Background: an optimization exercise with open tools, aiming at a short achievable clock period and few clock cycles per item. Do not read the settings as production practice. At most, simulation tests tie the RTL to the original design; equivalence was not proved. No driver is modelled on the clock port, so clocking that relies on it looks cheaper here than on a real chip. No activity file was given, so power comes from the tool's default toggle rates.

Setup of build 78:
// processor
module processor(
	input clk,
	input rst,
	input [15:0] instruction,
	output reg [3:0] address,
	output reg [15:0] result,
	output reg retire
	);
	wire [3:0] f_op = instruction[15:12];
	wire f_jmp = (f_op == 4'b1000);
	wire f_br = (f_op == 4'b1100);
	wire [3:0] f_tgt = instruction[11:8];
	reg [15:0] ir;
	reg d_valid;
	reg d_pend;		 
	reg [3:0] d_pcn;	 
	reg [15:0] wd;
	reg zero;
	reg e_valid;
	reg [2:0] e_ra;
	reg [3:0] e_pcn;
	reg [15:0] e_x;
	reg e_cin;
	reg [15:0] e_k;
	reg e_sum, e_shl, e_k_sel, e_hold;
	reg e_zcmp, e_zone;
	wire [15:0] wd_next;
	wire zero_next;
	wire [3:0] opcode = ir[15:12];
	wire [2:0] reg_a = ir[11:9];
	wire [2:0] reg_b = ir[8:6];
	wire [15:0] immediate = {{8{ir[7]}}, ir[7:0]};
	wire [3:0] jmp_addr = ir[11:8];
	wire d_subop = d_valid & ((opcode == 4'b0011) | (opcode == 4'b1011));
	wire mispredict = d_valid & d_pend & zero_next;
	wire f_taken = f_jmp | (f_br & ~d_subop & zero_next);
	wire [3:0] f_next = f_taken ? f_tgt : address + 4'd1;
	wire [15:0] rf_b;
	regfile _regfile(
		.clk(clk),
		.rst(rst),
		.write_enable(e_valid),
		.waddr(e_ra),
		.wdata(wd),
		.raddr(reg_b),
		.rdata(rf_b)
	);
	alu _alu(
		.wd(wd),
		.x(e_x),
		.cin(e_cin),
		.k(e_k),
		.s_sum(e_sum),
		.s_shl(e_shl),
		.s_k(e_k_sel),
		.s_hold(e_hold),
		.z(zero),
		.z_cmp(e_zcmp),
		.z_one(e_zone),
		.wd_next(wd_next),
		.z_next(zero_next)
	);
  ...
For scale: about 900 cells after synthesis, roughly 230 flip-flops, roughly 39 I/O pins, ~11000 sq um of cells after synthesis.
clock: 5.5 ns
lec_check: 0
abc_clock_period_in_ps: 1800
cap_margin: 20
core_margin: 2
core_utilization: 60
cts_cluster_diameter: 80
cts_cluster_size: 25
setup_slack_margin: 3.6
slew_margin: 20
run.sh (not shown) runs the stock make flow with config.mk's settings and CLKGATE_MAP_FILE= SYNTH_SCRIPT=/design/flow/synth_recipe.tcl, a recipe that flattens the netlist after the stock synthesis.
Build 78: done, clean on timing, DRC and antenna
> inputs changed (build 78 -> build 83)
Settings: CTS_CLUSTER_DIAMETER removed (was 80); CTS_CLUSTER_SIZE removed (was 25); CORE_UTILIZATION changed from 60 to 40.
## What came out
- In terms of sequential standard cell area, build 78 and build 83 differ only marginally.
- In build 83 the layout clock buffer count turned out 24 higher than in build 78.
- Compared build 83 vs build 78, and fraction of power consumed by combinational cells is down in build 83.
- Compared with build 78, in build 83 sequential share of layout area now sits lower; largest net degree at the start of global routing now sits higher; power share of the clock group now sits higher; endpoint arrival time on the critical path now sits higher.
- Cmp build 83 vs build 78: final area higher in build 83
- Build 83 against build 78; internal cell power is up by more than 10%.
- Between build 78 and build 83, the net count reported at finish is higher for build 78.
- Met1 usage: build 83 vs build 78 down 16 points
Input-level comparison between build 58 and build 83:
Settings: CTS_BUF_LIST now sky130_fd_sc_hd__clkbuf_16, previously not set; CTS_CLUSTER_SIZE now 30, previously not set; CTS_CLUSTER_DIAMETER now 200, previously not set; CORE_UTILIZATION now 50, was 40.
Against build 83, build 58 comes in 50 ps lower on clock latency on the worst-skew pair.
The wire length of build 58 falls short of that of build 83 by about 8%.
Est. power | build 58 vs build 83 | build 58 lower
Highest cell delay on the worst timing path was lower in the run labelled build 83.
Looking at hold slack, build 58 sits 3.5 ps above build 83.
Cells: build 58 has fewer instances than build 83
Note that the number of placed instances, taps included recorded for build 83 amounts to 1.06 times the value seen in build 58.
In build 58 relative to build 83, final instance area had gone down by a few percent.
Between build 58 and build 83, it is build 58 whose part of the power in the clock network is lower, by 13 points.
Function was not checked in any run of this note: the RTL went through the layout flow alone.

---

processor, a different RTL version from the one above (not shown whole).
For scale: about 780 cells after synthesis, roughly 39 I/O pins.
## processor
module processor(
	input clk,
	input rst,
	input [15:0] instruction,
	output reg [3:0] address,
	output reg [15:0] result,
	output reg retire
	);
	wire [3:0] opcode = instruction[15:12];
	wire [2:0] reg_a = instruction[11:9];
	wire [2:0] reg_b = instruction[8:6];
	wire [15:0] immediate = {{8{instruction[7]}}, instruction[7:0]};
	wire [3:0] jmp_addr = instruction[11:8];
	reg [15:0] wd;
	reg zero;
	reg e_valid;
	reg [15:0] e_x;
	reg e_cin;
	reg [15:0] e_k;
	reg e_sum, e_shl, e_k_sel, e_hold;
	reg e_zcmp, e_zone;
	wire [15:0] wd_next;
	wire zero_next;
	wire [15:0] rf_b;
	reg [2:0] e_ra;
	regfile _regfile(
		.clk(clk),
		.rst(rst),
		.waddr(e_ra),
		.wdata(wd),
		.raddr(reg_b),
		.rdata(rf_b)
	);
	alu _alu(
		.wd(wd),
		.x(e_x),
		.cin(e_cin),
		.k(e_k),
		.s_sum(e_sum),
		.s_shl(e_shl),
		.s_k(e_k_sel),
		.s_hold(e_hold),
		.z(zero),
		.z_cmp(e_zcmp),
		.z_one(e_zone),
		.wd_next(wd_next),
		.z_next(zero_next)
	);
	wire [15:0] data_b = (reg_b == e_ra) ? wd : rf_b;
	wire same = (reg_a == reg_b);
	reg [15:0] d_x;
	reg d_cin;
	reg [15:0] d_k;
	reg d_sum, d_shl, d_k_sel, d_hold;
	reg d_zcmp, d_zone;
	reg d_jump;
	always @(*) begin
		d_x = data_b;
		d_cin = 0;
		d_k = immediate;
		d_sum = 0;
		d_shl = 0;
		d_k_sel = 0;
		d_hold = 0;
		d_zcmp = 0;
		d_zone = 0;
		d_jump = 0;
		case (opcode)
			4'b0001: d_k_sel = 1;
			4'b0010: begin
				if (same) d_shl = 1;
				else d_sum = 1;
			end
			4'b1010: begin
				d_x = immediate;
				d_sum = 1;
			end
			4'b0011: begin
				d_x = ~data_b;
				d_cin = 1;
				if (same) begin
					d_k = 0;
					d_k_sel = 1;
  ...
make LEC_CHECK=0 ABC_CLOCK_PERIOD_IN_PS=1000 CAP_MARGIN=20 CORE_MARGIN=2 CORE_UTILIZATION=40 SETUP_SLACK_MARGIN=3.6 SLEW_MARGIN=20 finish   # period 5.5 ns
The baseline finished with timing, DRC and antenna clean.
Testbench counts at the start, summed over its fixed seeds: cycles 19,392, instrs 19,200.
Edit:
ABC_CLOCK_PERIOD_IN_PS = 1800   (was 1000)
What happened: The changed run produced a clean layout. Core utilization stays the same. Design area stays the same. Wire length does not change. Worst setup slack stays the same. Area after synthesis is unchanged. Global-route usage stays the same.

---

processor, a different RTL version from the one above (not shown whole).
Size in the first run: about 930 cells after synthesis, about 39 I/O pins, ~10000 sq um of cells after synthesis.
clock: 5.5 ns
lec_check: 0
abc_clock_period_in_ps: 1800
cap_margin: 20
core_margin: 2
core_utilization: 50
cts_buf_list: sky130_fd_sc_hd__clkbuf_16
cts_cluster_diameter: 200
cts_cluster_size: 30
setup_slack_margin: 3.6
slew_margin: 20
standard.sh (not shown) runs the stock make flow with config.mk's settings and CLKGATE_MAP_FILE= SYNTH_SCRIPT=/design/flow/synth_recipe.tcl, a recipe that flattens the netlist after the stock synthesis.
==> flow/flow/run.sh <==
#!/bin/bash
# Standard ORFS layout, with one change to the clock tree: after CTS the root
# buffer is removed, so the clock port drives the tree's first level (two
# buffers) directly. Every register keeps the same number of buffer levels.
set -euo pipefail
here=$(pwd)
bash standard.sh cts > "$here/standard_cts.log" 2>&1
base="$here/orfs/results/sky130hd/processor/base"
openroad -no_init -exit "$here/flow/drop_root.tcl" > "$here/drop_root.log" 2>&1
bash standard.sh finish > "$here/standard_finish.log" 2>&1
==> flow/flow/drop_root.tcl <==
# Remove the clock tree's root buffer: the clock port then drives the first
# level of the tree directly. Reads and rewrites 4_cts.odb.
set base [file join [pwd] orfs results sky130hd bench base]
set P $::env(FLOW_HOME)/platforms/sky130hd
read_liberty $P/lib/sky130_fd_sc_hd__tt_025C_1v80.lib
read_db [file join $base 4_cts.odb]
read_sdc [file join $base 4_cts.sdc]
set block [ord::get_db_block]
set root [$block findInst clkbuf_0_clk]
if {$root eq "NULL"} { error "no root buffer clkbuf_0_clk" }
set innet [[$root findITerm A] getNet]
set onet [[$root findITerm X] getNet]
set n 0
foreach it [$onet getITerms] {
  if {[$it getInst] == $root} { continue }
  $it disconnect
  $it connect $innet
  incr n
}
if {$n > 4} { error "root buffer drives $n cells; the port may drive at most 4" }
[$root findITerm A] disconnect
[$root findITerm X] disconnect
odb::dbInst_destroy $root
odb::dbNet_destroy $onet
puts "root buffer removed; clock port now drives $n cells"
source $P/setRC.tcl
set_propagated_clock [all_clocks]
estimate_parasitics -placement
report_clock_latency
report_worst_slack -max
report_worst_slack -min
write_db [file join $base 4_cts.odb]
Rerun with:
==> flow/run.sh (new file) <==
#!/bin/bash
# synth_recipe.tcl (not shown) runs the flow's synth.tcl, then flattens the netlist and writes it again
# the make line also repeats each setting of config.mk as NAME=value (left out here)
make -C /OpenROAD-flow-scripts/flow DESIGN_CONFIG=/design/flow/config.mk WORK_HOME=/design/flow/orfs CLKGATE_MAP_FILE= SYNTH_SCRIPT=/design/flow/synth_recipe.tcl finish
removed: flow/flow/run.sh
removed: flow/flow/drop_root.tcl
removed: flow/standard.sh
The changed run finished with timing, DRC and antenna clean.
Routed wire length goes down by 1.2%.
Clock power goes up by 5.7%.
Die area stays the same.
Utilization shrinks by 0.98 points.
Area after synthesis is unchanged.
Total power came out higher by 1.1%.
Combinational power went down by about 2%.
No functional check of the RTL was part of any run of this note.

---

alpha:
Another version of the RTL of processor (not shown whole).
Size: ~890 cells after synthesis, roughly 39 I/O pins, ~11,000 µm² of cells after synthesis.
==> flow/config.mk <==
export PLATFORM = sky130hd
export DESIGN_NAME = processor
export DESIGN_NICKNAME = processor
export VERILOG_FILES = /design/flow/design.v
export SDC_FILE = /design/flow/constraint.sdc
export NUM_CORES = 4
export LEC_CHECK = 0
export ABC_CLOCK_PERIOD_IN_PS = 1800
export CAP_MARGIN = 20
export CORE_MARGIN = 2
export CORE_UTILIZATION = 50
export CTS_BUF_LIST = sky130_fd_sc_hd__clkbuf_16
export CTS_CLUSTER_DIAMETER = 200
export CTS_CLUSTER_SIZE = 25
export SETUP_SLACK_MARGIN = 3.9
export SLEW_MARGIN = 20
==> flow/constraint.sdc <==
create_clock -name core_clock -period 5.5 [get_ports {clk}]
set_input_delay 1.1000 -clock core_clock [delete_from_list [all_inputs] [get_ports {clk}]]
set_output_delay 1.1000 -clock core_clock [all_outputs]
set_load 0.01 [all_outputs]
==> flow/flow/run.sh <==
#!/bin/bash
# Standard ORFS layout with two changes:
#  1. synthesis and the later repair steps are not allowed some slow cells
#     (4-input OR/NOR stacks, 4:1 muxes, adder cells and similar); the list in
#     flow/dont_use.txt is added to the platform's don't-use list;
#  2. after CTS the root buffer is removed, so the clock port drives the
#     tree's first level (two buffers) directly. Every register keeps the same
#     number of buffer levels.
set -euo pipefail
here=$(pwd)
du="$(make -s -C "$FLOW_HOME" DESIGN_CONFIG="$here/config.mk" WORK_HOME="$here/orfs_du" print-DONT_USE_CELLS | sed 's/^DONT_USE_CELLS: //') $(tr '\n' ' ' < "$here/flow/dont_use.txt")"
echo "DONT_USE_CELLS=$du" > "$here/dont_use_cells.log"
bash standard.sh cts "DONT_USE_CELLS=$du" > "$here/standard_cts.log" 2>&1
openroad -no_init -exit "$here/flow/drop_root.tcl" > "$here/drop_root.log" 2>&1
bash standard.sh finish "DONT_USE_CELLS=$du" > "$here/standard_finish.log" 2>&1
Other scripts of this flow, unchanged in this note and not shown: flow/flow/dont_use.txt, flow/flow/drop_root.tcl
Testbench counts of alpha, summed over its fixed seeds: cycles 20,127, instrs 19,200.
Changes in beta relative to alpha:
Settings: a change of SETUP_SLACK_MARGIN from 3.9 to 3.6.
==> run notes <==
- Count of non-filler cells in the finished layout ended up 53 lower on beta than on alpha.
- beta | status: complete | timing, DRC, antenna: pass
- Relative to alpha, setup slack increased by 5.8 ps in beta.
- Taking alpha as the reference, in beta routed via count divided by cell count went down by 0.42%, part of the power in combinational logic decreased by 1.7 points relative to the old numbers, total power after layout went down by 65 µW, core utilization went down 4.2 points.
- For alpha, the end point of the critical path was address[0], unlike beta, where it was address[2].
- beta ends up with a via count of the first global-routing pass that is 212 lower than in alpha.

==> afterwards: timing with drivers on the ports <==
No port has a modelled driver above. Below, the same layouts with a new extraction and two added sets of constraints.
Step 1 assumes that a clkbuf_16 drives the clock port and a buf_2 every other input.
Step 2 moves the port delays by t, midway between the first and last clock arrival at a register: inputs arrive t later, outputs are due t later. That takes back most of the time a late clock gives input paths.
a / b / c = no drivers / after step 1 / after step 2; a / b = the first two.
run | t, ns | slack for setup (ns) | cell pins on the clock port's net
build 78 | 0.516 | 3.439 / 3.390 / 2.934 | 1
build 83 | 0.564 | 3.409 / 3.362 / 2.986 | 1
build 58 | 0.520 | 3.424 / 3.375 / 3.074 | 1
the first run of note 2 | 0.565 | 3.435 / 3.214 / 2.650 | 1
the second run of note 2 | 0.565 | 3.435 / 3.214 / 2.650 | 1
the first run of note 3 | 0.404 | 3.006 / 3.006 / 2.782 | 2
the second run of note 3 | 0.518 | 3.015 / 3.015 / 2.776 | 1
alpha | 0.416 | 3.585 / 3.523 / 3.192 | 2
beta | 0.416 | 3.591 / 3.534 / 3.192 | 2
After both steps every run listed still meets setup and hold.
